This design comes from an exercise in tuning for small area on the open sky130 flow, not from production work. In this exercise RTL edits were held to simulation tests only and were not proved equivalent to the original. Power and IR drop assume default switching activity. The flow treats the clock pin as an ideal source, which a real chip does not have.

==> flow/design.v <==
module frame
(
    input             CLK_I,
    input             RST_I,
    input             FIFO_AFULL_I,
    input             FIFO_EMPTY_I,
    input             SOF_RISE_I,
    output reg [7:0]  DATA_O,
    output reg        DVAL_O
);
reg [13:0] sofc;
wire [13:0] sofc_inc;
rinc #(14) u_sofc_inc (.q(sofc), .cin(SOF_RISE_I), .s(sofc_inc));
always @(posedge CLK_I or posedge RST_I) begin
    if (RST_I)
        sofc <= 14'd0;
    else
        sofc <= sofc_inc;
end
reg [6:0] sof_cnt;
wire sof_cnt_wrap = sof_cnt[6] & sof_cnt[5] & sof_cnt[2] & sof_cnt[1] & sof_cnt[0];  
wire [6:0] sof_cnt_inc;
rinc #(7) u_sof_cnt_inc (.q(sof_cnt), .cin(SOF_RISE_I), .s(sof_cnt_inc));
wire sof_cnt_clr = SOF_RISE_I & sof_cnt_wrap;
always @(posedge CLK_I or posedge RST_I) begin
    if (RST_I)
        sof_cnt <= 7'd0;
    else
        sof_cnt <= sof_cnt_inc & ~{sof_cnt_clr, sof_cnt_clr, 1'b0, sof_cnt_clr, sof_cnt_clr, sof_cnt_clr, sof_cnt_clr};
end
reg [31:0] pts;
wire [31:0] pts_inc;
rinc #(32) u_pts_inc (.q(pts), .cin(1'b1), .s(pts_inc));
always @(posedge CLK_I or posedge RST_I) begin
    if (RST_I)
        pts <= 32'd0;
    else
        pts <= pts_inc;
end
reg        fv;
reg [11:0] byte_cnt;
reg [6:0]  pay_cnt;
reg [5:0]  pos;
reg        fid;
reg [31:0] pts_reg;
wire start    = ~fv & SOF_RISE_I & (sof_cnt == 7'd0) & FIFO_EMPTY_I;
wire wr       = fv & ~FIFO_AFULL_I;
wire hdr      = (byte_cnt[11:4] == 8'd0) & ~(byte_cnt[3] & byte_cnt[2]);
wire pay_end  = byte_cnt[11] & (&byte_cnt[9:0]);                       
wire last_pay = pay_cnt[6] & pay_cnt[5] & pay_cnt[2];                   
wire frm_end  = last_pay & byte_cnt[10] & byte_cnt[7] & byte_cnt[5] &
                byte_cnt[4] & byte_cnt[3] & byte_cnt[1] & byte_cnt[0];  
wire pix      = wr & ~hdr;
always @(posedge CLK_I) begin
    if (start)
        pts_reg <= pts;
end
always @(posedge CLK_I or posedge RST_I) begin
    if (RST_I) begin
        fv  <= 1'b0;
        fid <= 1'b0;
    end
    else if (fv) begin
        if (wr & frm_end) begin
            fv  <= 1'b0;
            fid <= ~fid;
        end
    end
    else if (start)
        fv <= 1'b1;
end
wire [11:0] byte_cnt_inc;
wire [6:0]  pay_cnt_inc;
rinc #(12) u_byte_cnt_inc (.q(byte_cnt), .cin(wr), .s(byte_cnt_inc));
rinc #(7)  u_pay_cnt_inc  (.q(pay_cnt), .cin(wr & pay_end), .s(pay_cnt_inc));
always @(posedge CLK_I) begin
    byte_cnt <= byte_cnt_inc & {12{fv & ~(wr & pay_end)}};
    pay_cnt  <= pay_cnt_inc & {7{fv}};
end
wire pos_ci = start | (pix & byte_cnt[1] & byte_cnt[0]);
wire [5:0] pos_inc;
rinc #(6) u_pos_inc (.q(pos), .cin(pos_ci), .s(pos_inc));
wire pos_wrap = pos_ci & pos[5] & pos[4] & pos[3] & pos[1] & pos[0];  
always @(posedge CLK_I or posedge RST_I) begin
    if (RST_I)
        pos <= 6'd0;
    else
        pos <= pos_inc & {6{~pos_wrap}};
end
reg [7:0] pixel;
always @(*) begin
    if (pos < 6'd20) begin           
        case (byte_cnt[1:0])
            2'd0: pixel = 8'h20;
            2'd1: pixel = 8'h60;
            2'd2: pixel = 8'h20;
            default: pixel = 8'hDC;
        endcase
    end
    else if (pos < 6'd40)            
        pixel = 8'h00;
    else begin                       
        case (byte_cnt[1:0])
            2'd0: pixel = 8'h10;
            2'd1: pixel = 8'hD0;
            2'd2: pixel = 8'h10;
            default: pixel = 8'h70;
        endcase
    end
end
reg [7:0] hbyte;
always @(*) begin
    case (byte_cnt[3:0])
        4'd0:  hbyte = 8'd12;
        4'd1:  hbyte = {6'b000011, last_pay, fid};
        4'd2:  hbyte = pts_reg[7:0];
        4'd3:  hbyte = pts_reg[15:8];
        4'd4:  hbyte = pts_reg[23:16];
        4'd5:  hbyte = pts_reg[31:24];
        4'd6:  hbyte = pts_reg[7:0];
        4'd7:  hbyte = pts_reg[15:8];
        4'd8:  hbyte = pts_reg[23:16];
        4'd9:  hbyte = pts_reg[31:24];
        4'd10: hbyte = sofc[10:3];
        default: hbyte = {5'd0, sofc[13:11]};
    endcase
end
always @(posedge CLK_I or posedge RST_I) begin
    if (RST_I) begin
        DATA_O <= 8'd0;
        DVAL_O <= 1'b0;
    end
    else begin
        DVAL_O <= wr;
        if (~fv)
            DATA_O <= 8'd0;
        else if (wr)
            DATA_O <= hdr ? hbyte : pixel;
    end
end
endmodule
module rinc #(parameter W = 8) (
    input  [W-1:0] q,
    input          cin,
    output [W-1:0] s
);
wire [W:0] c;
assign c[0] = cin;
genvar i;
generate
    for (i = 0; i < W; i = i + 1) begin : g
        assign s[i]   = q[i] ^ c[i];
        assign c[i+1] = q[i] & c[i];
    end
endgenerate
endmodule
module cge #(parameter W = 8, parameter [W-1:0] C = 0) (
    input  [W-1:0] x,
    output         ge
);
wire [W:0] g;
assign g[0] = 1'b1;
genvar i;
generate
    for (i = 0; i < W; i = i + 1) begin : g_bit
        if (C[i])
            assign g[i+1] = x[i] & g[i];
        else
            assign g[i+1] = x[i] | g[i];
    end
endgenerate
assign ge = g[W];
endmodule
module usb_desc (
    input  [9:0] i_descrom_raddr,
    output [7:0] o_descrom_rdat
);
  wire x0 = i_descrom_raddr[8];
  wire x1 = i_descrom_raddr[7];
  wire x2 = i_descrom_raddr[6];
  wire x3 = i_descrom_raddr[5];
  wire x4 = i_descrom_raddr[4];
  wire x5 = i_descrom_raddr[3];
  wire x6 = i_descrom_raddr[2];
  wire x7 = i_descrom_raddr[1];
  wire x8 = i_descrom_raddr[0];
  wire z0, z1, z2, z3, z4, z5, z6, z7;
  assign o_descrom_rdat = {z0, z1, z2, z3, z4, z5, z6, z7};
  wire new_n18, new_n19, new_n20, new_n21, new_n22, new_n23, new_n24,
    new_n25, new_n26, new_n27, new_n28, new_n29, new_n30, new_n31, new_n32,
    new_n33, new_n34, new_n35, new_n36, new_n37, new_n38, new_n39, new_n40,
    new_n41, new_n42, new_n43, new_n44, new_n45, new_n46, new_n47, new_n48,
    new_n49, new_n50, new_n51, new_n52, new_n53, new_n54, new_n55, new_n56,
    new_n57, new_n58, new_n59, new_n60, new_n61, new_n62, new_n63, new_n64,
    new_n65, new_n66, new_n67, new_n68, new_n69, new_n70, new_n71, new_n72,
    new_n73, new_n74, new_n75, new_n76, new_n77, new_n78, new_n79, new_n80,
    new_n81, new_n82, new_n83, new_n84, new_n85, new_n86, new_n87, new_n88,
    new_n89, new_n90, new_n91, new_n92, new_n93, new_n94, new_n95, new_n96,
    new_n97, new_n98, new_n99, new_n100, new_n101, new_n102, new_n103,
    new_n104, new_n105, new_n106, new_n107, new_n108, new_n109, new_n110,
    new_n111, new_n112, new_n113, new_n114, new_n115, new_n116, new_n117,
    new_n118, new_n119, new_n120, new_n121, new_n122, new_n123, new_n124,
    new_n125, new_n126, new_n127, new_n128, new_n130, new_n131, new_n132,
    new_n133, new_n134, new_n135, new_n136, new_n137, new_n138, new_n139,
    new_n140, new_n141, new_n142, new_n143, new_n144, new_n145, new_n146,
    new_n147, new_n148, new_n149, new_n150, new_n151, new_n152, new_n153,
    new_n154, new_n155, new_n156, new_n157, new_n158, new_n159, new_n160,
    new_n161, new_n162, new_n163, new_n164, new_n165, new_n166, new_n167,
    new_n168, new_n169, new_n170, new_n171, new_n172, new_n173, new_n174,
    new_n175, new_n176, new_n177, new_n178, new_n179, new_n180, new_n181,
    new_n182, new_n183, new_n184, new_n185, new_n186, new_n187, new_n188,
    new_n189, new_n190, new_n191, new_n192, new_n193, new_n194, new_n195,
    new_n196, new_n197, new_n198, new_n199, new_n200, new_n202, new_n203,
    new_n204, new_n205, new_n206, new_n207, new_n208, new_n209, new_n210,
    new_n211, new_n212, new_n213, new_n214, new_n215, new_n216, new_n217,
    new_n218, new_n219, new_n220, new_n221, new_n222, new_n223, new_n224,
    new_n225, new_n226, new_n227, new_n228, new_n229, new_n230, new_n231,
    new_n232, new_n233, new_n234, new_n235, new_n236, new_n237, new_n238,
    new_n240, new_n241, new_n242, new_n243, new_n244, new_n245, new_n246,
    new_n247, new_n248, new_n249, new_n250, new_n251, new_n252, new_n253,
    new_n254, new_n255, new_n256, new_n257, new_n258, new_n259, new_n260,
    new_n261, new_n262, new_n263, new_n264, new_n265, new_n266, new_n267,
    new_n269, new_n270, new_n271, new_n272, new_n273, new_n274, new_n275,
    new_n276, new_n277, new_n278, new_n279, new_n280, new_n281, new_n282,
    new_n283, new_n284, new_n285, new_n286, new_n287, new_n288, new_n289,
    new_n290, new_n291, new_n292, new_n293, new_n294, new_n295, new_n296,
    new_n297, new_n298, new_n299, new_n301, new_n302, new_n303, new_n304,
    new_n305, new_n306, new_n307, new_n308, new_n309, new_n310, new_n311,
    new_n312, new_n313, new_n314, new_n315, new_n316, new_n317, new_n318,
    new_n319, new_n320, new_n321, new_n323, new_n324, new_n325, new_n326,
    new_n327, new_n328, new_n329, new_n330, new_n331, new_n332, new_n333,
    new_n334, new_n335, new_n336, new_n337, new_n338, new_n339, new_n340,
    new_n341, new_n342, new_n343, new_n344, new_n345, new_n346, new_n347,
    new_n348, new_n349, new_n350, new_n351, new_n352, new_n353, new_n354,
    new_n355, new_n356, new_n357, new_n358, new_n359, new_n360, new_n361,
    new_n362, new_n363, new_n364, new_n365, new_n366, new_n367, new_n368,
    new_n369, new_n370, new_n371, new_n372, new_n373, new_n374, new_n375,
    new_n376, new_n377, new_n379, new_n380, new_n381, new_n382, new_n383,
    new_n384, new_n385, new_n386, new_n387, new_n388, new_n389, new_n390,
    new_n391, new_n392, new_n393, new_n394, new_n395, new_n396, new_n397,
    new_n398, new_n399, new_n400, new_n401, new_n402, new_n403, new_n404,
    new_n405, new_n406, new_n407, new_n408, new_n409, new_n410, new_n411,
    new_n412, new_n413, new_n414, new_n415, new_n416, new_n417, new_n418,
    new_n419, new_n420, new_n421, new_n422, new_n423, new_n424, new_n425,
    new_n426, new_n427, new_n428, new_n429, new_n430, new_n431, new_n432,
    new_n433, new_n434, new_n435, new_n436, new_n437, new_n438, new_n439;
  assign new_n18 = ~x3 & ~x6;
  assign new_n19 = ~x6 & x7;
  assign new_n20 = ~x4 & ~x7;
  assign new_n21 = x4 & x7;
  assign new_n22 = ~new_n20 & ~new_n21;
  assign new_n23 = x5 & ~new_n22;
  assign new_n24 = ~new_n19 & new_n23;
  assign new_n25 = new_n18 & new_n24;
  assign new_n26 = ~x5 & ~x6;
  assign new_n27 = x4 & new_n26;
  assign new_n28 = x1 & x3;
  assign new_n29 = ~new_n27 & new_n28;
  assign new_n30 = x5 & x6;
  assign new_n31 = x4 & ~new_n30;
  assign new_n32 = ~new_n26 & ~new_n31;
  assign new_n33 = ~x5 & ~new_n32;
  assign new_n34 = x7 & ~new_n33;
  assign new_n35 = new_n29 & ~new_n34;
  assign new_n36 = ~x4 & ~x5;
  assign new_n37 = x4 & x5;
  assign new_n38 = ~new_n36 & ~new_n37;
  assign new_n39 = x1 & ~x3;
  assign new_n40 = x7 & new_n39;
  assign new_n41 = ~new_n38 & new_n40;
  assign new_n42 = ~x1 & x3;
  assign new_n43 = x7 & new_n42;
  assign new_n44 = ~new_n32 & new_n43;
  assign new_n45 = ~new_n41 & ~new_n44;
  assign new_n46 = ~new_n35 & new_n45;
  assign new_n47 = ~x1 & ~x3;
  assign new_n48 = ~x5 & ~x7;
  assign new_n49 = x6 & new_n48;
  assign new_n50 = new_n47 & new_n49;
  assign new_n51 = x6 & ~x7;
  assign new_n52 = ~new_n19 & ~new_n51;
  assign new_n53 = x5 & new_n39;
  assign new_n54 = ~new_n52 & new_n53;
  assign new_n55 = ~x1 & x5;
  assign new_n56 = ~x6 & ~x7;
  assign new_n57 = x3 & new_n56;
  assign new_n58 = new_n55 & new_n57;
  assign new_n59 = ~new_n54 & ~new_n58;
  assign new_n60 = ~new_n50 & new_n59;
  assign new_n61 = ~x2 & ~new_n60;
  assign new_n62 = new_n46 & ~new_n61;
  assign new_n63 = ~x1 & ~x4;
  assign new_n64 = x6 & x7;
  assign new_n65 = ~new_n63 & ~new_n64;
  assign new_n66 = ~x4 & ~new_n65;
  assign new_n67 = ~new_n62 & new_n66;
  assign new_n68 = x1 & new_n21;
  assign new_n69 = x5 & x7;
  assign new_n70 = ~x3 & ~x5;
  assign new_n71 = ~new_n69 & ~new_n70;
  assign new_n72 = new_n68 & new_n71;
  assign new_n73 = ~x2 & ~new_n72;
  assign new_n74 = ~new_n67 & new_n73;
  assign new_n75 = ~new_n25 & new_n74;
  assign new_n76 = ~x1 & ~x8;
  assign new_n77 = ~x2 & new_n76;
  assign new_n78 = ~new_n75 & new_n77;
  assign new_n79 = new_n18 & ~new_n55;
  assign new_n80 = x8 & new_n20;
  assign new_n81 = ~new_n63 & ~new_n80;
  assign new_n82 = ~new_n48 & ~new_n69;
  assign new_n83 = ~new_n81 & new_n82;
  assign new_n84 = x2 & new_n83;
  assign new_n85 = ~x7 & ~x8;
  assign new_n86 = ~x2 & x5;
  assign new_n87 = new_n85 & new_n86;
  assign new_n88 = ~new_n38 & new_n87;
  assign new_n89 = ~new_n84 & ~new_n88;
  assign new_n90 = new_n79 & ~new_n89;
  assign new_n91 = x1 & ~x2;
  assign new_n92 = x8 & new_n49;
  assign new_n93 = ~x6 & ~x8;
  assign new_n94 = ~new_n31 & ~new_n93;
  assign new_n95 = x6 & x8;
  assign new_n96 = new_n82 & new_n95;
  assign new_n97 = x7 & ~new_n26;
  assign new_n98 = ~new_n96 & new_n97;
  assign new_n99 = ~new_n94 & new_n98;
  assign new_n100 = ~new_n92 & ~new_n99;
  assign new_n101 = new_n91 & ~new_n100;
  assign new_n102 = ~x4 & ~x6;
  assign new_n103 = x4 & x6;
  assign new_n104 = ~new_n102 & ~new_n103;
  assign new_n105 = new_n48 & ~new_n104;
  assign new_n106 = new_n101 & new_n105;
  assign new_n107 = ~new_n90 & ~new_n106;
  assign new_n108 = ~new_n78 & new_n107;
  assign new_n109 = x4 & x8;
  assign new_n110 = new_n91 & ~new_n109;
  assign new_n111 = new_n21 & new_n26;
  assign new_n112 = new_n110 & new_n111;
  assign new_n113 = ~x5 & x6;
  assign new_n114 = ~x2 & x8;
  assign new_n115 = new_n113 & new_n114;
  assign new_n116 = new_n83 & new_n115;
  assign new_n117 = ~x2 & ~new_n56;
  assign new_n118 = ~x1 & ~new_n117;
  assign new_n119 = ~x4 & ~x8;
  assign new_n120 = ~new_n109 & ~new_n119;
  assign new_n121 = ~new_n38 & new_n51;
  assign new_n122 = ~new_n120 & new_n121;
  assign new_n123 = new_n118 & new_n122;
  assign new_n124 = ~new_n116 & ~new_n123;
  assign new_n125 = ~new_n101 & new_n124;
  assign new_n126 = x3 & ~new_n125;
  assign new_n127 = ~new_n112 & ~new_n126;
  assign new_n128 = new_n108 & new_n127;
  assign z0 = ~x0 & ~new_n128;
  assign new_n130 = new_n61 & new_n119;
  assign new_n131 = ~new_n26 & ~new_n30;
  assign new_n132 = new_n44 & new_n131;
  assign new_n133 = x5 & new_n21;
  assign new_n134 = ~x7 & new_n26;
  assign new_n135 = ~new_n133 & ~new_n134;
  assign new_n136 = new_n28 & ~new_n135;
  assign new_n137 = ~new_n50 & ~new_n136;
  assign new_n138 = ~new_n132 & new_n137;
  assign new_n139 = ~x8 & ~new_n138;
  assign new_n140 = new_n108 & ~new_n139;
  assign new_n141 = ~x4 & new_n140;
  assign new_n142 = new_n47 & ~new_n141;
  assign new_n143 = ~new_n47 & new_n141;
  assign new_n144 = ~x5 & ~new_n95;
  assign new_n145 = ~new_n93 & new_n144;
  assign new_n146 = x3 & x4;
  assign new_n147 = ~x2 & new_n56;
  assign new_n148 = ~new_n146 & new_n147;
  assign new_n149 = ~new_n145 & new_n148;
  assign new_n150 = ~new_n143 & new_n149;
  assign new_n151 = ~new_n142 & new_n150;
  assign new_n152 = ~x2 & ~new_n64;
  assign new_n153 = x3 & ~new_n152;
  assign new_n154 = x7 & new_n18;
  assign new_n155 = new_n86 & new_n154;
  assign new_n156 = ~new_n153 & ~new_n155;
  assign new_n157 = ~new_n151 & new_n156;
  assign new_n158 = x6 & ~new_n89;
  assign new_n159 = ~x8 & ~new_n158;
  assign new_n160 = ~new_n91 & new_n131;
  assign new_n161 = new_n21 & ~new_n160;
  assign new_n162 = ~x1 & x8;
  assign new_n163 = ~new_n133 & new_n162;
  assign new_n164 = ~new_n161 & ~new_n163;
  assign new_n165 = ~new_n159 & new_n164;
  assign new_n166 = ~new_n157 & new_n165;
  assign new_n167 = ~x4 & x7;
  assign new_n168 = x3 & ~new_n167;
  assign new_n169 = new_n101 & new_n168;
  assign new_n170 = ~x3 & new_n116;
  assign new_n171 = ~new_n169 & ~new_n170;
  assign new_n172 = ~new_n166 & new_n171;
  assign new_n173 = ~new_n130 & new_n172;
  assign new_n174 = ~x0 & ~new_n173;
  assign new_n175 = x2 & x8;
  assign new_n176 = ~new_n166 & ~new_n175;
  assign new_n177 = ~new_n62 & ~new_n105;
  assign new_n178 = x8 & ~new_n177;
  assign new_n179 = new_n176 & ~new_n178;
  assign new_n180 = x3 & x5;
  assign new_n181 = ~x1 & ~new_n20;
  assign new_n182 = ~x2 & ~new_n181;
  assign new_n183 = ~x2 & x6;
  assign new_n184 = ~x4 & ~new_n183;
  assign new_n185 = new_n52 & new_n184;
  assign new_n186 = ~new_n182 & ~new_n185;
  assign new_n187 = new_n180 & ~new_n186;
  assign new_n188 = new_n62 & ~new_n187;
  assign new_n189 = ~new_n179 & ~new_n188;
  assign new_n190 = ~x1 & ~x2;
  assign new_n191 = new_n37 & new_n190;
  assign new_n192 = ~x8 & ~new_n43;
  assign new_n193 = ~new_n191 & ~new_n192;
  assign new_n194 = ~x2 & new_n47;
  assign new_n195 = ~new_n119 & new_n194;
  assign new_n196 = x0 & ~new_n21;
  assign new_n197 = new_n195 & new_n196;
  assign new_n198 = new_n193 & new_n197;
  assign new_n199 = new_n172 & new_n198;
  assign new_n200 = ~new_n189 & new_n199;
  assign z1 = new_n174 | new_n200;
  assign new_n202 = ~new_n102 & ~new_n113;
  assign new_n203 = ~new_n97 & ~new_n202;
  assign new_n204 = new_n198 & ~new_n203;
  assign new_n205 = ~new_n82 & ~new_n103;
  assign new_n206 = new_n29 & new_n205;
  assign new_n207 = new_n37 & new_n43;
  assign new_n208 = ~new_n36 & new_n39;
  assign new_n209 = ~new_n20 & ~new_n113;
  assign new_n210 = new_n208 & ~new_n209;
  assign new_n211 = ~new_n207 & ~new_n210;
  assign new_n212 = ~new_n206 & new_n211;
  assign new_n213 = x8 & new_n212;
  assign new_n214 = ~new_n151 & new_n213;
  assign new_n215 = ~x8 & new_n75;
  assign new_n216 = new_n43 & new_n102;
  assign new_n217 = new_n18 & ~new_n167;
  assign new_n218 = ~new_n39 & ~new_n217;
  assign new_n219 = x1 & ~x6;
  assign new_n220 = x7 & ~new_n219;
  assign new_n221 = x4 & ~new_n220;
  assign new_n222 = ~new_n218 & ~new_n221;
  assign new_n223 = new_n57 & new_n181;
  assign new_n224 = ~new_n222 & ~new_n223;
  assign new_n225 = x5 & ~new_n224;
  assign new_n226 = ~new_n216 & ~new_n225;
  assign new_n227 = new_n131 & ~new_n226;
  assign new_n228 = x2 & ~new_n227;
  assign new_n229 = x1 & new_n227;
  assign new_n230 = ~new_n228 & ~new_n229;
  assign new_n231 = ~new_n215 & new_n230;
  assign new_n232 = ~new_n214 & new_n231;
  assign new_n233 = x3 & x8;
  assign new_n234 = x1 & x2;
  assign new_n235 = new_n233 & new_n234;
  assign new_n236 = ~new_n105 & new_n235;
  assign new_n237 = ~new_n232 & ~new_n236;
  assign new_n238 = ~x0 & ~new_n237;
  assign z2 = new_n204 | new_n238;
  assign new_n240 = new_n189 & ~new_n226;
  assign new_n241 = ~new_n232 & ~new_n240;
  assign new_n242 = new_n68 & ~new_n241;
  assign new_n243 = x7 & new_n36;
  assign new_n244 = new_n47 & new_n243;
  assign new_n245 = x1 & new_n180;
  assign new_n246 = ~new_n206 & ~new_n245;
  assign new_n247 = ~new_n23 & new_n131;
  assign new_n248 = ~new_n246 & new_n247;
  assign new_n249 = ~new_n244 & ~new_n248;
  assign new_n250 = new_n175 & ~new_n249;
  assign new_n251 = new_n39 & new_n183;
  assign new_n252 = new_n80 & new_n251;
  assign new_n253 = ~new_n250 & ~new_n252;
  assign new_n254 = ~new_n242 & new_n253;
  assign new_n255 = new_n110 & new_n154;
  assign new_n256 = ~x2 & new_n42;
  assign new_n257 = new_n109 & new_n256;
  assign new_n258 = new_n39 & new_n119;
  assign new_n259 = ~new_n257 & ~new_n258;
  assign new_n260 = new_n51 & ~new_n259;
  assign new_n261 = ~new_n255 & ~new_n260;
  assign new_n262 = x5 & ~new_n261;
  assign new_n263 = ~new_n151 & ~new_n262;
  assign new_n264 = new_n254 & new_n263;
  assign new_n265 = ~x0 & ~new_n264;
  assign new_n266 = ~x6 & new_n198;
  assign new_n267 = ~z2 & new_n266;
  assign z3 = new_n265 | new_n267;
  assign new_n269 = x3 & x6;
  assign new_n270 = ~new_n18 & ~new_n269;
  assign new_n271 = new_n167 & ~new_n270;
  assign new_n272 = ~x7 & new_n27;
  assign new_n273 = ~new_n271 & ~new_n272;
  assign new_n274 = z2 & ~new_n273;
  assign new_n275 = x4 & new_n71;
  assign new_n276 = ~new_n208 & ~new_n275;
  assign new_n277 = new_n219 & ~new_n276;
  assign new_n278 = ~new_n219 & ~new_n275;
  assign new_n279 = ~new_n21 & ~new_n82;
  assign new_n280 = ~new_n18 & new_n55;
  assign new_n281 = x8 & ~new_n280;
  assign new_n282 = ~new_n279 & new_n281;
  assign new_n283 = ~new_n278 & new_n282;
  assign new_n284 = ~new_n277 & new_n283;
  assign new_n285 = new_n76 & new_n187;
  assign new_n286 = x2 & ~new_n285;
  assign new_n287 = ~new_n284 & new_n286;
  assign new_n288 = new_n70 & ~new_n254;
  assign new_n289 = x8 & ~new_n272;
  assign new_n290 = ~new_n24 & new_n289;
  assign new_n291 = ~x8 & ~new_n102;
  assign new_n292 = new_n42 & ~new_n291;
  assign new_n293 = ~new_n290 & new_n292;
  assign new_n294 = ~x2 & ~new_n293;
  assign new_n295 = new_n140 & new_n294;
  assign new_n296 = ~new_n288 & new_n295;
  assign new_n297 = ~new_n287 & ~new_n296;
  assign new_n298 = ~new_n130 & ~new_n297;
  assign new_n299 = ~x0 & ~new_n298;
  assign z4 = new_n274 | new_n299;
  assign new_n301 = ~new_n39 & ~new_n219;
  assign new_n302 = ~x2 & new_n301;
  assign new_n303 = ~new_n90 & ~new_n302;
  assign new_n304 = new_n226 & new_n303;
  assign new_n305 = ~new_n74 & new_n304;
  assign new_n306 = ~new_n119 & new_n212;
  assign new_n307 = ~new_n138 & ~new_n306;
  assign new_n308 = ~x3 & ~x8;
  assign new_n309 = ~new_n48 & ~new_n308;
  assign new_n310 = ~x8 & new_n309;
  assign new_n311 = new_n33 & new_n310;
  assign new_n312 = ~x2 & ~new_n311;
  assign new_n313 = ~new_n307 & new_n312;
  assign new_n314 = ~new_n305 & ~new_n313;
  assign new_n315 = new_n176 & new_n314;
  assign new_n316 = new_n305 & new_n313;
  assign new_n317 = ~new_n315 & ~new_n316;
  assign new_n318 = ~new_n189 & new_n317;
  assign new_n319 = ~x0 & ~new_n318;
  assign new_n320 = ~new_n19 & ~new_n113;
  assign new_n321 = new_n198 & new_n320;
  assign z5 = new_n319 | new_n321;
  assign new_n323 = new_n75 & ~new_n145;
  assign new_n324 = new_n195 & ~new_n323;
  assign new_n325 = x0 & ~new_n324;
  assign new_n326 = x4 & ~new_n301;
  assign new_n327 = ~x4 & new_n301;
  assign new_n328 = ~new_n326 & ~new_n327;
  assign new_n329 = new_n189 & new_n328;
  assign new_n330 = x3 & ~new_n120;
  assign new_n331 = ~x3 & ~new_n119;
  assign new_n332 = ~x5 & ~new_n331;
  assign new_n333 = ~new_n330 & new_n332;
  assign new_n334 = new_n37 & new_n308;
  assign new_n335 = x5 & x8;
  assign new_n336 = new_n47 & ~new_n335;
  assign new_n337 = ~new_n120 & new_n336;
  assign new_n338 = ~new_n334 & ~new_n337;
  assign new_n339 = ~new_n333 & new_n338;
  assign new_n340 = new_n51 & ~new_n339;
  assign new_n341 = ~new_n26 & ~new_n53;
  assign new_n342 = new_n119 & new_n220;
  assign new_n343 = ~new_n341 & new_n342;
  assign new_n344 = ~new_n340 & ~new_n343;
  assign new_n345 = ~new_n329 & new_n344;
  assign new_n346 = ~new_n75 & ~new_n345;
  assign new_n347 = x2 & x4;
  assign new_n348 = ~new_n180 & ~new_n233;
  assign new_n349 = ~new_n347 & new_n348;
  assign new_n350 = ~new_n140 & new_n349;
  assign new_n351 = x7 & x8;
  assign new_n352 = ~new_n85 & ~new_n351;
  assign new_n353 = new_n270 & new_n352;
  assign new_n354 = ~new_n270 & ~new_n352;
  assign new_n355 = ~new_n38 & ~new_n354;
  assign new_n356 = ~new_n353 & new_n355;
  assign new_n357 = ~x3 & new_n113;
  assign new_n358 = ~x0 & x4;
  assign new_n359 = ~new_n57 & new_n358;
  assign new_n360 = ~new_n357 & new_n359;
  assign new_n361 = ~new_n51 & new_n233;
  assign new_n362 = ~new_n308 & ~new_n361;
  assign new_n363 = ~x7 & ~new_n38;
  assign new_n364 = ~new_n362 & ~new_n363;
  assign new_n365 = new_n190 & ~new_n364;
  assign new_n366 = ~new_n360 & new_n365;
  assign new_n367 = ~new_n356 & new_n366;
  assign new_n368 = new_n18 & ~new_n22;
  assign new_n369 = x3 & ~new_n104;
  assign new_n370 = ~new_n20 & new_n369;
  assign new_n371 = ~new_n368 & ~new_n370;
  assign new_n372 = new_n55 & new_n175;
  assign new_n373 = ~new_n371 & new_n372;
  assign new_n374 = ~new_n367 & ~new_n373;
  assign new_n375 = new_n253 & new_n374;
  assign new_n376 = ~new_n350 & new_n375;
  assign new_n377 = ~new_n346 & new_n376;
  assign z6 = ~new_n325 & ~new_n377;
  assign new_n379 = ~new_n69 & ~new_n145;
  assign new_n380 = new_n197 & ~new_n379;
  assign new_n381 = ~x8 & ~new_n71;
  assign new_n382 = new_n117 & new_n381;
  assign new_n383 = new_n79 & new_n86;
  assign new_n384 = ~new_n46 & new_n335;
  assign new_n385 = ~x1 & ~new_n49;
  assign new_n386 = ~new_n114 & ~new_n385;
  assign new_n387 = ~new_n180 & ~new_n357;
  assign new_n388 = ~new_n351 & ~new_n387;
  assign new_n389 = ~new_n19 & ~new_n245;
  assign new_n390 = ~new_n388 & new_n389;
  assign new_n391 = ~new_n386 & new_n390;
  assign new_n392 = ~x6 & ~new_n309;
  assign new_n393 = ~new_n233 & new_n234;
  assign new_n394 = ~new_n96 & new_n393;
  assign new_n395 = ~new_n392 & new_n394;
  assign new_n396 = new_n51 & new_n180;
  assign new_n397 = ~x4 & ~new_n190;
  assign new_n398 = ~new_n396 & new_n397;
  assign new_n399 = ~new_n395 & new_n398;
  assign new_n400 = ~new_n391 & new_n399;
  assign new_n401 = ~new_n384 & new_n400;
  assign new_n402 = ~new_n151 & new_n401;
  assign new_n403 = ~new_n383 & ~new_n402;
  assign new_n404 = ~new_n382 & ~new_n403;
  assign new_n405 = ~new_n183 & new_n226;
  assign new_n406 = ~new_n63 & ~new_n184;
  assign new_n407 = new_n381 & ~new_n406;
  assign new_n408 = ~new_n405 & new_n407;
  assign new_n409 = new_n193 & ~new_n369;
  assign new_n410 = ~new_n117 & new_n180;
  assign new_n411 = ~new_n118 & ~new_n410;
  assign new_n412 = ~new_n26 & new_n65;
  assign new_n413 = x2 & ~new_n412;
  assign new_n414 = ~new_n411 & ~new_n413;
  assign new_n415 = new_n409 & new_n414;
  assign new_n416 = new_n147 & new_n181;
  assign new_n417 = x3 & ~new_n416;
  assign new_n418 = ~new_n64 & ~new_n86;
  assign new_n419 = new_n118 & ~new_n418;
  assign new_n420 = x5 & new_n51;
  assign new_n421 = new_n234 & new_n420;
  assign new_n422 = ~new_n419 & ~new_n421;
  assign new_n423 = ~new_n417 & new_n422;
  assign new_n424 = ~x8 & ~new_n113;
  assign new_n425 = ~new_n115 & ~new_n234;
  assign new_n426 = ~new_n424 & new_n425;
  assign new_n427 = ~new_n111 & ~new_n410;
  assign new_n428 = ~x1 & new_n48;
  assign new_n429 = ~x4 & ~new_n428;
  assign new_n430 = ~x8 & ~new_n51;
  assign new_n431 = new_n234 & new_n430;
  assign new_n432 = ~new_n429 & ~new_n431;
  assign new_n433 = new_n427 & new_n432;
  assign new_n434 = ~new_n426 & new_n433;
  assign new_n435 = ~new_n423 & new_n434;
  assign new_n436 = ~new_n415 & ~new_n435;
  assign new_n437 = ~new_n408 & new_n436;
  assign new_n438 = ~new_n404 & new_n437;
  assign new_n439 = ~x0 & ~new_n438;
  assign z7 = new_n380 | new_n439;
endmodule
module uvc_app(
    input         clk,
    input         rst,               
    input         usb_sof_i,
    input         usb_txact_i,
    input         usb_txpop_i,
    input  [7:0]  usb_rxdat_i,
    input         usb_rxval_i,
    input         usb_rxact_i,
    input         usb_setup_i,
    input  [3:0]  usb_endpt_i,
    input  [7:0]  inf_alter_i,
    input  [7:0]  inf_sel_i,
    input         inf_set_i,
    input  [9:0]  descrom_raddr_i,
    input         phy_txvalid_i,
    input  [7:0]  fifo_rdat_i,
    input  [11:0] fifo_wnum_i,
    input         fifo_aempty_i,
    input         fifo_afull_i,
    input         fifo_empty_i,
    output [7:0]  usb_txdat_o,
    output        usb_txval_o,
    output [11:0] usb_txdat_len_o,
    output        usb_txcork_o,
    output [3:0]  usb_txiso_pid_o,
    output [7:0]  inf_alter_o,
    output [7:0]  descrom_rdat_o,
    output [9:0]  desc_dev_addr_o,
    output [7:0]  desc_dev_len_o,
    output [9:0]  desc_qual_addr_o,
    output [7:0]  desc_qual_len_o,
    output [9:0]  desc_fscfg_addr_o,
    output [7:0]  desc_fscfg_len_o,
    output [9:0]  desc_hscfg_addr_o,
    output [7:0]  desc_hscfg_len_o,
    output [9:0]  desc_oscfg_addr_o,
    output [9:0]  desc_strlang_addr_o,
    output [9:0]  desc_strvendor_addr_o,
    output [7:0]  desc_strvendor_len_o,
    output [9:0]  desc_strproduct_addr_o,
    output [7:0]  desc_strproduct_len_o,
    output [9:0]  desc_strserial_addr_o,
    output [7:0]  desc_strserial_len_o,
    output        desc_have_strings_o,
    output [7:0]  fifo_wdat_o,
    output        fifo_wren_o,
    output        fifo_rden_o,
    output        LED,
    output [5:0]  GPIO
);
reg txact_d0, txact_d1;
reg sof_d0, sof_d1;
always @(posedge clk, posedge rst) begin
    if (rst) begin
        txact_d0 <= 1'b0;
        txact_d1 <= 1'b0;
        sof_d0   <= 1'b0;
        sof_d1   <= 1'b0;
    end
    else begin
        txact_d0 <= usb_txact_i;
        txact_d1 <= txact_d0;
        sof_d0   <= usb_sof_i;
        sof_d1   <= sof_d0;
    end
end
wire txact_fall = txact_d1 & ~txact_d0;
wire sof_rise   = sof_d0 & ~sof_d1;
wire ep0 = (usb_endpt_i == 4'd0);
wire ep2 = (usb_endpt_i == 4'd2);
reg [15:0] led_cnt;
wire [15:0] led_inc;
rinc #(16) u_led_inc (.q(led_cnt), .cin(1'b1), .s(led_inc));
cge #(16, 16'd10000) u_led_ge (.x(led_cnt), .ge(LED));
wire led_wrap = led_cnt[15] & led_cnt[10] & led_cnt[9] & led_cnt[8];
always @(posedge clk, posedge rst) begin
    if (rst)
        led_cnt <= 16'd0;
    else
        led_cnt <= led_inc & ~{led_wrap, 4'd0, {3{led_wrap}}, 7'd0, led_wrap};
end
reg [7:0] dect;
wire [7:0] dect_inc;
rinc #(8) u_dect_inc (.q(dect), .cin(1'b1), .s(dect_inc));
always @(posedge clk, posedge rst) begin
    if (rst)
        dect <= 8'd0;
    else
        dect <= dect_inc & {8{~phy_txvalid_i}};
end
reg [15:0] sof_dly_cnt;
wire [15:0] sof_dly_inc;
rinc #(16) u_sof_dly_inc (.q(sof_dly_cnt), .cin(1'b1), .s(sof_dly_inc));
always @(posedge clk, posedge rst) begin
    if (rst)
        sof_dly_cnt <= 16'd0;
    else
        sof_dly_cnt <= sof_dly_inc & {16{~sof_rise}};
end
reg [1:0] pid_hi;
always @(posedge clk) begin
    if (rst)
        pid_hi <= 2'b01;
    else if (usb_sof_i)
        pid_hi <= fifo_afull_i ? 2'b01 : fifo_aempty_i ? 2'b00 : 2'b10;
    else if (txact_fall & ep2)
        pid_hi <= {pid_hi[0], 1'b0};
end
assign usb_txiso_pid_o = {pid_hi, 2'b11};
reg [15:0] tx_width_cnt;
wire [15:0] tx_width_inc;
rinc #(16) u_tx_width_inc (.q(tx_width_cnt), .cin(pid_hi[1]), .s(tx_width_inc));
always @(posedge clk, posedge rst) begin
    if (rst)
        tx_width_cnt <= 16'd0;
    else
        tx_width_cnt <= tx_width_inc & {16{~((txact_fall | usb_txact_i) & ep2)}};
end
wire frame_dval;
cge #(8, 8'd150) u_dect_ge (.x(dect), .ge(GPIO[0]));
assign GPIO[1] = fifo_rden_o;
assign GPIO[2] = frame_dval;
assign GPIO[3] = usb_txact_i;
wire tx_width_gt;
cge #(16, 16'd351) u_tx_width_ge (.x(tx_width_cnt), .ge(tx_width_gt));
assign GPIO[4] = tx_width_gt & fifo_afull_i;
cge #(16, 16'd8000) u_sof_dly_ge (.x(sof_dly_cnt), .ge(GPIO[5]));
assign fifo_rden_o = usb_txact_i & usb_txpop_i & ep2;
assign fifo_wren_o = frame_dval;
frame u_frame (
    .CLK_I       (clk),
    .RST_I       (rst),
    .FIFO_AFULL_I(fifo_afull_i),
    .FIFO_EMPTY_I(fifo_empty_i),
    .SOF_RISE_I  (sof_rise),
    .DATA_O      (fifo_wdat_o),
    .DVAL_O      (frame_dval)
);
reg [11:0] txdat_len;
reg        usb_txcork;
assign usb_txdat_len_o = txdat_len;
assign usb_txcork_o    = usb_txcork;
always @(posedge clk, posedge rst) begin
    if (rst) begin
        txdat_len  <= 12'd34;
        usb_txcork <= 1'b0;
    end
    else if (usb_txact_i) begin
        if (ep0)
            txdat_len <= 12'd0;
    end
    else if (ep0) begin
        txdat_len  <= 12'd34;
        usb_txcork <= 1'b0;
    end
    else if (ep2) begin
        if (fifo_afull_i) begin
            txdat_len  <= 12'd1024;
            usb_txcork <= 1'b0;
        end
        else if (frame_dval | fifo_empty_i) begin
            txdat_len  <= 12'd0;
            usb_txcork <= 1'b1;
        end
        else if (fifo_aempty_i) begin
            txdat_len  <= fifo_wnum_i;
            usb_txcork <= 1'b0;
        end
        else begin
            txdat_len  <= 12'd1024;
            usb_txcork <= 1'b0;
        end
    end
    else begin
        txdat_len  <= 12'd0;
        usb_txcork <= 1'b1;
    end
end
reg [7:0] interface0_alter;
reg [7:0] interface1_alter;
wire inf0 = (inf_sel_i == 8'd0);
wire inf1 = (inf_sel_i == 8'd1);
assign inf_alter_o = inf0 ? interface0_alter : inf1 ? interface1_alter : 8'd0;
always @(posedge clk, posedge rst) begin
    if (rst) begin
        interface0_alter <= 8'd0;
        interface1_alter <= 8'd0;
    end
    else if (inf_set_i) begin
        if (inf0)
            interface0_alter <= inf_alter_i;
        else if (inf1)
            interface1_alter <= inf_alter_i;
    end
end
usb_desc u_usb_desc (
    .i_descrom_raddr (descrom_raddr_i),
    .o_descrom_rdat  (descrom_rdat_o)
);
assign desc_dev_addr_o        = 10'd0;
assign desc_dev_len_o         = 8'd18;
assign desc_qual_addr_o       = 10'd20;
assign desc_qual_len_o        = 8'd10;
assign desc_fscfg_addr_o      = 10'd32;
assign desc_fscfg_len_o       = 8'd174;
assign desc_hscfg_addr_o      = 10'd32;
assign desc_hscfg_len_o       = 8'd174;
assign desc_oscfg_addr_o      = 10'd206;
assign desc_strlang_addr_o    = 10'd219;
assign desc_strvendor_addr_o  = 10'd223;
assign desc_strvendor_len_o   = 8'd20;
assign desc_strproduct_addr_o = 10'd243;
assign desc_strproduct_len_o  = 8'd32;
assign desc_strserial_addr_o  = 10'd275;
assign desc_strserial_len_o   = 8'd2;
assign desc_have_strings_o    = 1'b1;
wire       endpt0_send;
wire [7:0] endpt0_dat;
uvc_probe u_probe (
    .clk         (clk),
    .rst         (rst),
    .setup_i     (usb_setup_i),
    .rxdat_i     (usb_rxdat_i),
    .rxval_i     (usb_rxval_i),
    .rxact_i     (usb_rxact_i),
    .txact_i     (usb_txact_i),
    .txpop_i     (usb_txpop_i),
    .ep0_i       (ep0),
    .send_o      (endpt0_send),
    .dat_o       (endpt0_dat)
);
assign usb_txdat_o = ep0 ? endpt0_dat : fifo_rdat_i;
assign usb_txval_o = ep0 & endpt0_send;
endmodule
module uvc_probe (
    input            clk,
    input            rst,
    input            setup_i,
    input      [7:0] rxdat_i,
    input            rxval_i,
    input            rxact_i,
    input            txact_i,
    input            txpop_i,
    input            ep0_i,
    output           send_o,
    output     [7:0] dat_o
);
reg        rq_set, rq_get, v_ok, i_ok;
reg [3:0]  stage;
reg [7:0]  sub_stage;
reg        endpt0_send;
assign send_o = endpt0_send;
reg [7:0]  endpt0_dat;
assign dat_o = endpt0_dat;
wire       match = v_ok & i_ok;
localparam [271:0] PROBE_RST = 272'h0000000003938700000004000004b000000000000000000000000005161501010000;
wire [271:0] probe;
wire probe_we = ~setup_i & rq_set & match & rxact_i & ep0_i & rxval_i;
reg rst_seen;
always @(posedge clk, posedge rst) begin
    if (rst)
        rst_seen <= 1'b1;
    else
        rst_seen <= 1'b0;
end
wire [7:0] rxd_z = rxdat_i & {8{~rst_seen}};
wire [7:0] rxd_o = rxdat_i | {8{rst_seen}};
genvar k;
generate
    for (k = 0; k < 34; k = k + 1) begin : g_probe
        if (k >= 22 && k <= 25) begin : g_const
            assign probe[8*k +: 8] = PROBE_RST[8*k +: 8];
        end
        else begin : g_reg
            reg [7:0] r;
            wire en = rst_seen | (probe_we & dec[k]);
            always @(posedge clk) begin
                if (en)
                    r <= (rxd_z & ~PROBE_RST[8*k +: 8]) | (rxd_o & PROBE_RST[8*k +: 8]);
            end
            assign probe[8*k +: 8] = r;
        end
    end
endgenerate
wire [33:0] dec;
generate
    for (k = 0; k < 34; k = k + 1) begin : g_dec
        assign dec[k] = (sub_stage == k);
    end
endgenerate
reg [7:0] probe_next;
integer j;
always @(*) begin
    probe_next = 8'd0;
    for (j = 0; j < 33; j = j + 1)
        probe_next = probe_next | ({8{dec[j]}} & probe[8*(j+1) +: 8]);
end
wire rd_ok = |dec[32:0];
wire sub_clr = setup_i ? (rxval_i & ((stage == 4'd0) | (stage == 4'd7))) :
               rq_set  ? (match & ~(rxact_i & ep0_i)) :
               rq_get  ? (match & ~(txact_i & ep0_i)) : 1'b1;
wire sub_inc = ~setup_i & match & ep0_i &
               ((rq_set & rxact_i & rxval_i) | (rq_get & txact_i & endpt0_send & txpop_i));
wire [7:0] sub_nxt;
rinc #(8) u_sub_inc (.q(sub_stage), .cin(sub_inc), .s(sub_nxt));
always @(posedge clk, posedge rst) begin
    if (rst)
        sub_stage <= 8'd0;
    else
        sub_stage <= sub_nxt & {8{~sub_clr}};
end
always @(posedge clk, posedge rst) begin
    if (rst) begin
        stage       <= 4'd0;
        endpt0_send <= 1'b0;
        endpt0_dat  <= 8'd0;
        rq_set      <= 1'b0;
        rq_get      <= 1'b0;
        v_ok        <= 1'b0;
        i_ok        <= 1'b0;
    end
    else if (setup_i) begin
        if (rxval_i) begin
            if (stage != 4'd8)
                stage <= stage + 4'd1;
            case (stage)
                4'd0: endpt0_send <= 1'b0;
                4'd1: begin
                    rq_set <= (rxdat_i == 8'h01);
                    rq_get <= (rxdat_i == 8'h81) | (rxdat_i == 8'h87);
                end
                4'd3: v_ok <= (rxdat_i == 8'h01);
                4'd4: i_ok <= (rxdat_i == 8'h01);
                4'd6: if (rq_get & match) endpt0_send <= 1'b1;
                default: ;
            endcase
        end
    end
    else begin
        stage <= 4'd0;
        if (rq_get) begin
            if (match) begin
                if (txact_i & ep0_i) begin
                    if (endpt0_send) begin
                        if (txpop_i) begin
                            if (dec[33])
                                endpt0_send <= 1'b0;
                            if (rd_ok)
                                endpt0_dat <= probe_next;
                        end
                        else if (dec[0])
                            endpt0_dat <= probe[7:0];
                    end
                end
            end
        end
    end
end
endmodule
==> flow/flow/run.sh <==
#!/bin/bash
# Standard ORFS layout (the standard.sh, standard synthesis unchanged) with
# three changes:
#  - ports are buffered with buf_1 instead of the resizer's default pick;
#  - the clock tree uses clkbuf_16 leaf clusters without dummy loads;
#  - after placement, each tie-low conb_1 is folded into the nearest tie-high
#    conb_1 (one cell drives both a 1 and a 0 through its HI and LO pins).
# Each step's output goes to its own log here; ORFS keeps per-step logs under orfs/logs.
set -euo pipefail
KNOBS=(
  "BUFFER_PORTS_ARGS=-buffer_cell sky130_fd_sc_hd__buf_1"
  "CTS_ARGS=-sink_clustering_enable -repair_clock_nets -dont_use_dummy_load -buf_list sky130_fd_sc_hd__clkbuf_16 -sink_clustering_size 32 -sink_clustering_max_diameter 100"
)
bash standard.sh "${KNOBS[@]}" place > flow_place.log 2>&1
R=orfs/results/${FLOW_PLATFORM}/uvc_app/base
TIE_IN=$R/3_place.odb TIE_OUT=$R/3_place.odb openroad -no_init -exit flow/merge_ties.tcl > merge_ties.log 2>&1
bash standard.sh "${KNOBS[@]}" finish > flow_finish.log 2>&1
==> flow/flow/merge_ties.tcl <==
# Let one conb_1 tie cell drive a tie-high and a tie-low load: pair each
# tie-high cell with the nearest tie-low cell, move the low load onto the
# high cell's LO pin and delete the emptied cell.
set db_file $::env(TIE_IN)
set out_file $::env(TIE_OUT)
read_db $db_file
set block [ord::get_db_block]
set his {}
set los {}
foreach inst [$block getInsts] {
  if {[[$inst getMaster] getName] ne "sky130_fd_sc_hd__conb_1"} { continue }
  set hi [$inst findITerm HI]
  set lo [$inst findITerm LO]
  set hn [$hi getNet]
  set ln [$lo getNet]
  if {$hn ne "NULL" && $ln eq "NULL"} { lappend his $inst }
  if {$ln ne "NULL" && $hn eq "NULL"} { lappend los $inst }
}
puts "tie-high cells [llength $his], tie-low cells [llength $los]"
set merged 0
foreach h $his {
  if {[llength $los] == 0} { break }
  set hx [lindex [$h getLocation] 0]
  set hy [lindex [$h getLocation] 1]
  set best -1
  set bestd 0
  set i 0
  foreach l $los {
    set d [expr {abs([lindex [$l getLocation] 0] - $hx) + abs([lindex [$l getLocation] 1] - $hy)}]
    if {$best < 0 || $d < $bestd} { set best $i; set bestd $d }
    incr i
  }
  set l [lindex $los $best]
  set los [lreplace $los $best $best]
  set net [[$l findITerm LO] getNet]
  [$l findITerm LO] disconnect
  [$h findITerm LO] connect $net
  odb::dbInst_destroy $l
  incr merged
}
puts "merged $merged tie-low cells into tie-high cells"
write_db $out_file
==> flow/standard.sh <==
#!/bin/bash
# synth_recipe.tcl (not shown) runs the flow's synth.tcl, then flattens the netlist and writes it again
# the make line also repeats each setting of config.mk as NAME=value (left out here)
make -C /OpenROAD-flow-scripts/flow DESIGN_CONFIG=/design/flow/config.mk WORK_HOME=/design/flow/orfs CLKGATE_MAP_FILE= SYNTH_SCRIPT=/design/flow/synth_recipe.tcl "${@:-finish}"
==> flow/config.mk <==
export PLATFORM = sky130hd
export DESIGN_NAME = uvc_app
export DESIGN_NICKNAME = uvc_app
export VERILOG_FILES = /design/flow/design.v
export SDC_FILE = /design/flow/constraint.sdc
export NUM_CORES = 4
export LEC_CHECK = 0
export ABC_AREA = 1
export CAP_MARGIN = 20
export CORE_MARGIN = 2
export CORE_UTILIZATION = 65
export SLEW_MARGIN = 20
==> flow/constraint.sdc <==
create_clock -name core_clock -period 12.5 [get_ports {clk}]
set_input_delay 2.5000 -clock core_clock [delete_from_list [all_inputs] [get_ports {clk}]]
set_output_delay 2.5000 -clock core_clock [all_outputs]
set_load 0.01 [all_outputs]
==> impl_results.md, run 1 <==
* Outcome: complete, no violations
* Critical-path maximum fanout at 11
* Worst relative slew slack at 0.195
* Ratio of routed vias to standard cells at 5.96
* Clock sink count at 478
* Category of the worst setup path capture point: output port
* Transition at the pin with the smallest max-transition slack at 1.20 ns
* Filler-free cell count of the finished design at 2,559
* Leakage Power at 10.5 nW
* Min Tclk post-route at 8.45 ns
* Total non-filler cell area in the finished layout at 23,300 µm²
* Number of iterations in the first detailed-routing pass at 6
* Remaining antenna violation count after routing at 0
* Vias in the first global route at 14,756
* Fraction of power consumed by the clock network at 0.250
* Capturing point of the worst reg2reg path: u_frame.pts[31]
* Via count of the routed design at 15,247
* Source of the worst register-to-register timing path: u_frame.pts[0]
* Post-synth EDFFs at 272
* Top library cells by usage in the layout, fill and taps aside: sky130_fd_sc_hd__nand2_1 (273), sky130_fd_sc_hd__edfxtp_1 (272), sky130_fd_sc_hd__inv_1 (230), sky130_fd_sc_hd__dfrtp_1 (182), sky130_fd_sc_hd__nor2_1 (181)
* Fraction of synthesized cell area taken by the top area cell type at 0.363
* Crit Path Class: primary input to output port
* Sequential group share of total power at 0.637
* Startpoint of the tightest hold check path: txact_d0
* Number of cell instances on the worst register-to-register path at 31
* Fill cells at 2,643
* Layout cells sized above 1 at 0.0514
* Placed cell area at 23,000 µm²
* Worst path setup slack after routing at 4.05 ns
* Internal cell power at 2.14 mW
* Routability congestion estimate at 0.960
* Final number of max-transition violations at 0
* Path category of the worst min-delay check: register to register
* Synthesized netlist cell count at 2,026
* Switching Fraction at 0.252
* Largest buffer count on any clock path at 3
* Wire per inst at 21.2 µm
* Post-DP HPWL at 38,600 µm
* Crit path required time at 10.00 ns
* Initial core utilization at 0.655
* Num rows at 68
* Worst setup path start: descrom_raddr_i[2]
* Overflow after GRT at 0
* Net switching power at 721 µW
* Die Ht at 190 µm
* Wire length after detailed routing at 54,200 µm
* Cell types occupying the most area after synthesis: sky130_fd_sc_hd__edfxtp_1 (36%), sky130_fd_sc_hd__dfrtp_1 (20%), sky130_fd_sc_hd__ha_1 (8.4%), sky130_fd_sc_hd__buf_4 (5.5%), sky130_fd_sc_hd__nand2_1 (4.6%)
* Dpl cells at 2,590
* Mean Syn Cell Area at 11.1 µm²
* Most used flip-flop cell after synthesis: sky130_fd_sc_hd__edfxtp_1
* Number of violations reported at the end of detailed-routing iteration 0 at 1,576
* Max rail drop VDD at 0.125 mV
* End of the critical path: descrom_rdat_o[1]
* Final Total Pwr at 2.86 mW
* Final Hold Viols at 0
* Count of max-cap constraint violations at 0
* Most common cell after layout, fill and taps aside: sky130_fd_sc_hd__nand2_1
* Library cell with the largest summed area after synthesis: sky130_fd_sc_hd__edfxtp_1
* Power per cell area at 123 nW/µm²
* Signal arrival time at the worst endpoint at 5.95 ns
* Quantity of gates resized following cts at 0
* Fraction of registers with async set or reset after synthesis at 0.387
* Pin count of the biggest net entering global routing at 121
* Combinational Power Share at 0.112
* Clock insertion delay at the later pin of the skew report at 0.56 ns
* Number of I/O pins at 277
* Register bit count reported by yosys at 478
* Post-detailed-route DRC marker count at 0
* Setup slack, reg-to-reg at 5.72 ns
* Clock slew seen by the registers of the worst setup and hold paths at 0.09 ns
* # setup viols final at 0
* Max reg flops at 240
* Synthesis-to-finish area growth at 3.56%
* Share of synthesized area occupied by flip-flops and latches at 0.587
* Count of buffers from port buffering at 126
* Initial antenna violation count at 0
* Final setup TNS at 0 ns
* Setup repair after global routing missed its margin: false
* CTS H-tree depth at 1
* Total routing usage reported by global routing at 0.301
* # hold bufs at CTS at 0
* Placeable core region at 34,400 µm²
* Wire length of the first global-routing pass at 83,200 µm
* Yosys cell types at 68
* Die area at 36,200 µm²
* Number of buffers added by the clock tree synthesis step at 19
* TritonCTS clock tree: yes
* Setup clock skew after layout at 0.0759 ns
* Post-place setup slack at 4.15 ns
* YS warnings at 3
* Mapped Area at 22,500 µm²
* Critical Path Source Type: primary input
* X dimension of the die at 190 µm
* Period Utilization, post-route at 0.676
* Number of nets in the final layout at 2,381
* Buffers inserted during post-CTS setup optimization at 0
* Master cell of the clock root buffer: sky130_fd_sc_hd__clkbuf_16
* Fmax achieved at 118 MHz
## metrics by stage
step / util / hold WS (ns)
4_1_cts: 0.678 / 0.375
5_1_grt: 0.678 / 0.405
3_3_place_gp: 0.669 / 0.352
6_report: 0.679 / 0.374
2_1_floorplan: - / 0.345
3_5_place_dp: 0.670 / 0.355
## Yosys cell counts, drive strengths merged (4+ instances only)
cell type / instances
a221oi: 36
a22oi: 12
dfrtp: 182
nor4: 18
a31oi: 12
buf: 173
a22o: 49
a21oi: 27
dfxtp: 21
nor2: 194
edfxtp: 272
o22ai: 7
o211ai: 10
a32o: 11
nor3: 23
o31ai: 13
clkbuf: 21
o2111ai: 4
a211oi: 7
xnor2: 10
o21ai: 110
inv: 240
nand3: 55
ha: 152
nand4: 44
nand2: 281
## power by group through the flow
stage                     sequential, mW  combinational [mW]  clock [mW]
after floorplan                     1.84               0.256           0
after global placement              1.85               0.307           0
after detailed placement            1.86               0.317           0
after CTS                           1.83               0.319       0.727
after global routing                1.84               0.363       0.778
final                               1.83               0.321       0.717
## metal layers
layer,GRT usage,up-vias,share of wire
met5,0,-,0
met4,0.103,0,0.036
met3,0.0424,119,0.086
met2,0.517,734,0.49
met1,0.397,7411,0.39
li1,-,6983,-
## final cells by class
cell class | instances | area (µm²) | share of cell area
sequential | 478 | 13200 | 0.567
inverter | 243 | 930 | 0.0399
tap | 455 | 569 | 0.0244
antenna | 1 | 2.50 | 0.000107
clock buffer | 19 | 475 | 0.0204
timing repair buffer | 157 | 709 | 0.0304
multi-input combinational | 1206 | 7410 | 0.318
## kinds of logic after synthesis
| family | after synthesis | share of synthesized area |
|---|---|---|
| DFF | 478 | 0.587 |
| adders and majority gates | 152 | 0.0844 |
| and+or+nand+nor | 626 | 0.122 |
| xor gates and xnor gates | 13 | 0.00506 |
| AOI/OAI and AO/OA | 317 | 0.0982 |
| buffers and inverters | 437 | 0.102 |
| other | 2 | 0.000333 |
| muxes | 1 | 0.000444 |
## critical path: stages
cell and delay (ns):
sky130_fd_sc_hd__buf_1 0.44, sky130_fd_sc_hd__inv_1 0.40, sky130_fd_sc_hd__ha_1 0.38, sky130_fd_sc_hd__inv_2 0.15, sky130_fd_sc_hd__nand2_4 0.08, sky130_fd_sc_hd__nand2_1 0.08
sky130_fd_sc_hd__nand2_1 0.06, sky130_fd_sc_hd__nand2_1 0.10, sky130_fd_sc_hd__nand3_2 0.14, sky130_fd_sc_hd__nand2_4 0.12, sky130_fd_sc_hd__nand3_4 0.09, sky130_fd_sc_hd__nand2_1 0.09
sky130_fd_sc_hd__nand4_1 0.07, sky130_fd_sc_hd__nand2_1 0.11, sky130_fd_sc_hd__nand3_2 0.12, sky130_fd_sc_hd__nand2_2 0.09, sky130_fd_sc_hd__nand2_2 0.07, sky130_fd_sc_hd__nand3_2 0.08
sky130_fd_sc_hd__nand2_1 0.05, sky130_fd_sc_hd__inv_1 0.09, sky130_fd_sc_hd__nand2_1 0.07, sky130_fd_sc_hd__nand3_1 0.08, sky130_fd_sc_hd__nand2_1 0.06, sky130_fd_sc_hd__a41oi_1 0.23
sky130_fd_sc_hd__buf_1 0.19
## worst min-delay path by stage
stage / slack [ns] / to / depth (start not counted)
after floorplan: 0.35 / txact_d1 / 0
after global placement: 0.35 / txact_d1 / 0
after detailed placement: 0.35 / txact_d1 / 0
after CTS: 0.37 / txact_d1 / 0
after global routing: 0.40 / txact_d1 / 0
final: 0.37 / txact_d1 / 0
==> inputs of run 2 (changes only) <==
--- a/flow/flow/run.sh
+++ b/flow/flow/run.sh
@@ -11,3 +11,3 @@
   "BUFFER_PORTS_ARGS=-buffer_cell sky130_fd_sc_hd__buf_1"
-  "CTS_ARGS=-sink_clustering_enable -repair_clock_nets -dont_use_dummy_load -buf_list sky130_fd_sc_hd__clkbuf_16 -sink_clustering_size 32 -sink_clustering_max_diameter 100"
+  "CTS_ARGS=-sink_clustering_enable -repair_clock_nets -dont_use_dummy_load -buf_list sky130_fd_sc_hd__clkbuf_16 -sink_clustering_size 24 -sink_clustering_max_diameter 100"
 )
==> impl_results.md, run 2 <==
* TritonCTS clock tree: yes
* Fmax achieved at 118 MHz (about the same)
* Dpl cells at 2,590 (unchanged)
* Signal arrival time at the worst endpoint at 5.95 ns (about the same)
* Fraction of synthesized cell area taken by the top area cell type at 0.363 (unchanged)
* Ratio of routed vias to standard cells at 5.96 (+0.11%)
* Quantity of gates resized following cts at 0 (unchanged)
* Transition at the pin with the smallest max-transition slack at 1.22 ns (+0.0161 ns)
* Final Hold Viols at 0 (unchanged)
* X dimension of the die at 190 µm (unchanged)
* Final number of max-transition violations at 0 (unchanged)
* Max rail drop VDD at 0.155 mV (+24%)
* Count of max-cap constraint violations at 0 (unchanged)
* Most common cell after layout, fill and taps aside: sky130_fd_sc_hd__nand2_1
* Library cell with the largest summed area after synthesis: sky130_fd_sc_hd__edfxtp_1
* Crit path required time at 10.00 ns (about the same)
* Master cell of the clock root buffer: sky130_fd_sc_hd__clkbuf_16
* Synthesis-to-finish area growth at 4.10%
* Filler-free cell count of the finished design at 2,562 (+0.12%)
* Post-synth EDFFs at 272 (unchanged)
* Top library cells by usage in the layout, fill and taps aside: sky130_fd_sc_hd__nand2_1 (273), sky130_fd_sc_hd__edfxtp_1 (272), sky130_fd_sc_hd__inv_1 (230), sky130_fd_sc_hd__dfrtp_1 (182), sky130_fd_sc_hd__nor2_1 (181)
* YS warnings at 3 (unchanged)
* Via count of the routed design at 15,282 (+0.23%)
* Cell types occupying the most area after synthesis: sky130_fd_sc_hd__edfxtp_1 (36%), sky130_fd_sc_hd__dfrtp_1 (20%), sky130_fd_sc_hd__ha_1 (8.4%), sky130_fd_sc_hd__buf_4 (5.5%), sky130_fd_sc_hd__nand2_1 (4.6%)
* Num rows at 68 (unchanged)
* Clock sink count at 478 (unchanged)
* Number of iterations in the first detailed-routing pass at 7 (+1)
* Antenna Diode Count at 0 (-1)
* Vias in the first global route at 14,806 (+0.34%)
* Yosys cell types at 68 (unchanged)
* Top-count cell post-synth: sky130_fd_sc_hd__nand2_1
* Number of I/O pins at 277 (unchanged)
* Commonest cells post-synth: sky130_fd_sc_hd__nand2_1 (273), sky130_fd_sc_hd__edfxtp_1 (272), sky130_fd_sc_hd__inv_1 (232)
* Wire per inst at 21.2 µm (+0.17%)
* Routability congestion estimate at 0.960 (unchanged)
* Power per cell area at 126 nW/µm² (+2.2%)
* Critical Path Source Type: primary input
* Overflow after GRT at 0 (unchanged)
* Period Utilization, post-route at 0.676 (about the same)
* Clock slew seen by the registers of the worst setup and hold paths at 0.10 ns (about the same)
* Setup clock skew after layout at 0.0581 ns (-0.0178 ns)
* Number of nets in the final layout at 2,385 (+0.17%)
* # setup viols final at 0 (unchanged)
* Share of synthesized area occupied by flip-flops and latches at 0.587 (unchanged)
* Initial antenna violation count at 0 (unchanged)
* Clock insertion delay at the later pin of the skew report at 0.56 ns (about the same)
* Min Tclk post-route at 8.45 ns (-0.00324 ns)
* Category of the worst setup path capture point: output port
* Placed cell area at 23,000 µm² (unchanged)
* Wire length after detailed routing at 54,300 µm (+0.29%)
* Remaining antenna violation count after routing at 0 (unchanged)
* CTS H-tree depth at 1 (unchanged)
* Worst relative slew slack at 0.184 (-0.0108)
* Pin count of the biggest net entering global routing at 121 (unchanged)
* Largest buffer count on any clock path at 3 (unchanged)
* Post-DP HPWL at 38,600 µm (unchanged)
* Most used flip-flop cell after synthesis: sky130_fd_sc_hd__edfxtp_1
* Synthesized netlist cell count at 2,026 (unchanged)
* # hold bufs at CTS at 0 (unchanged)
* Initial core utilization at 0.655 (unchanged)
* Crit Path Class: primary input to output port
* Wire length of the first global-routing pass at 83,400 µm (+0.27%)
* Critical-path maximum fanout at 11 (unchanged)
* Placeable core region at 34,400 µm² (unchanged)
* Count of buffers from port buffering at 126 (unchanged)
* Mapped Area at 22,500 µm² (unchanged)
* Final setup TNS at 0 ns (unchanged)
* Fraction of registers with async set or reset after synthesis at 0.387 (unchanged)
* Register bit count reported by yosys at 478 (unchanged)
* Number of buffers added by the clock tree synthesis step at 24 (+5)
* Layout cells sized above 1 at 0.0536 (+0.00228)
* Mean Syn Cell Area at 11.1 µm² (unchanged)
* Count of cells along the worst hold path at 0 (unchanged)
* Post-detailed-route DRC marker count at 0 (unchanged)
* Die area at 36,200 µm² (unchanged)
* Total routing usage reported by global routing at 0.303 (+0.00188)
* Number of cell instances on the worst register-to-register path at 31 (unchanged)
* Buffers inserted during post-CTS setup optimization at 0 (unchanged)
* Max reg flops at 240 (unchanged)
* Path category of the worst min-delay check: register to register
* Outcome: complete, no violations
* Leakage Power at 10.6 nW (+0.56%)
* Die Ht at 190 µm (unchanged)
* Setup repair after global routing missed its margin: false
* Total non-filler cell area in the finished layout at 23,400 µm² (+0.53%)
* Number of violations reported at the end of detailed-routing iteration 0 at 1,714 (+8.8%)
run 2: routing by layer:
| metal | up-vias | part of all wire | GRT usage |
|---|---|---|---|
| met5 | - | 0 | 0 |
| li1 | 7007 | - | - |
| met4 | 0 | 0.041 | 0.110 |
| met1 | 7378 | 0.39 | 0.401 |
| met3 | 135 | 0.087 | 0.0410 |
| met2 | 762 | 0.48 | 0.516 |
run 2: kinds of logic (layout without fill, tap and decap cells):
| logic type | Yosys count | in the layout | share of synthesized area |
|---|---|---|---|
| AOI/OAI and AO/OA | 317 | 317 | 0.0982 |
| adders and majority gates | 152 | 152 | 0.0844 |
| and+or+nand+nor | 626 | 626 | 0.122 |
| muxes | 1 | 1 | 0.000444 |
| DFF | 478 | 478 | 0.587 |
| other | 2 | 97 | 0.000333 |
| xor gates and xnor gates | 13 | 13 | 0.00506 |
| buffers and inverters | 437 | 423 | 0.102 |
run 2: final timing paths:
| kind | startpoint | endpoint | slack [ns] |
|---|---|---|---|
| hold reg to reg | txact_d0 | txact_d1 | 0.37 |
| hold / removal | txact_d0 | txact_d1 | 0.37 |
| max in group asynchronous | rst | led_cnt[10] | 8.91 |
| setup / recovery | descrom_raddr_i[2] | descrom_rdat_o[1] | 4.05 |
| min in group asynchronous | rst | u_frame.pts[14] | 2.10 |
| setup reg to reg | u_frame.pts[0] | u_frame.pts[31] | 5.75 |
run 2: power breakdown:
group	internal [mW]	switching (mW)	leakage, nW
registers	1.77	0.0521	5.41
logic	0.0939	0.228	4.88
clock network	0.343	0.453	0.296
run 2: area by class of cell:
| class | instances | area [µm²] |
|---|---|---|
| Timing Repair Buffer | 156 | 706 |
| Clock buffer | 24 | 601 |
| Fill cell | 2627 | 10900 |
| Inverter | 243 | 930 |
| Sequential cell | 478 | 13200 |
| Multi-Input combinational cell | 1206 | 7420 |
| Tap cell | 455 | 569 |
run 2: metrics by stage:
step,hold WS (ns),utilization,total power [mW],setup slack (ns)
floorplan,0.345,-,2.10,4.94
detailed placement,0.355,0.670,2.18,4.15
global route,0.405,0.682,3.06,3.80
finish,0.374,0.682,2.94,4.05
global placement,0.352,0.669,2.16,4.06
CTS,0.375,0.681,2.96,4.14
run 2: critical path, stage by stage:
cell and delay [ns]:
sky130_fd_sc_hd__buf_1 0.43, sky130_fd_sc_hd__inv_1 0.41, sky130_fd_sc_hd__ha_1 0.38, sky130_fd_sc_hd__inv_2 0.15, sky130_fd_sc_hd__nand2_4 0.09, sky130_fd_sc_hd__nand2_1 0.08
sky130_fd_sc_hd__nand2_1 0.06, sky130_fd_sc_hd__nand2_1 0.09, sky130_fd_sc_hd__nand3_2 0.14, sky130_fd_sc_hd__nand2_4 0.12, sky130_fd_sc_hd__nand3_4 0.10, sky130_fd_sc_hd__nand2_1 0.09
sky130_fd_sc_hd__nand4_1 0.07, sky130_fd_sc_hd__nand2_1 0.11, sky130_fd_sc_hd__nand3_2 0.13, sky130_fd_sc_hd__nand2_2 0.08, sky130_fd_sc_hd__nand2_2 0.07, sky130_fd_sc_hd__nand3_2 0.08
sky130_fd_sc_hd__nand2_1 0.05, sky130_fd_sc_hd__inv_1 0.09, sky130_fd_sc_hd__nand2_1 0.07, sky130_fd_sc_hd__nand3_1 0.07, sky130_fd_sc_hd__nand2_1 0.06, sky130_fd_sc_hd__a41oi_1 0.23
sky130_fd_sc_hd__buf_1 0.19

[what the ideal ports hide]
How much do the figures lean on ideal ports? The routed layouts below were timed once more, with nothing changed but the port constraints.
Step 1: set_driving_cell puts a clkbuf_16 on clk and a buf_2 on each other input, an assumption about the parent block.
Step 2 adds t to the input delays and takes it off the output delays; t is the mean of the earliest and latest rising clock arrival at the registers after step 1. Input paths then give back, and output paths get back, about the clock's delay inside the block.
Three values: ideal ports, drivers, drivers and shift; two values: the first two.
| run | shift t [ns] | setup slack, ns | latest minus earliest clock arrival (ns) | pins driven straight from the clock port |
|---|---|---|---|---|
| run 1 | 0.575 | 4.047 / 4.023 / 4.023 | 0.077 / 0.076 | 1 |
| run 2 | 0.592 | 4.051 / 4.026 / 4.026 | 0.062 / 0.062 | 1 |
After both steps setup and hold are still met in every run listed. For run 2, which loses most, drivers alone change the setup slack by -0.025 ns; drivers and shift together by -0.025 ns.
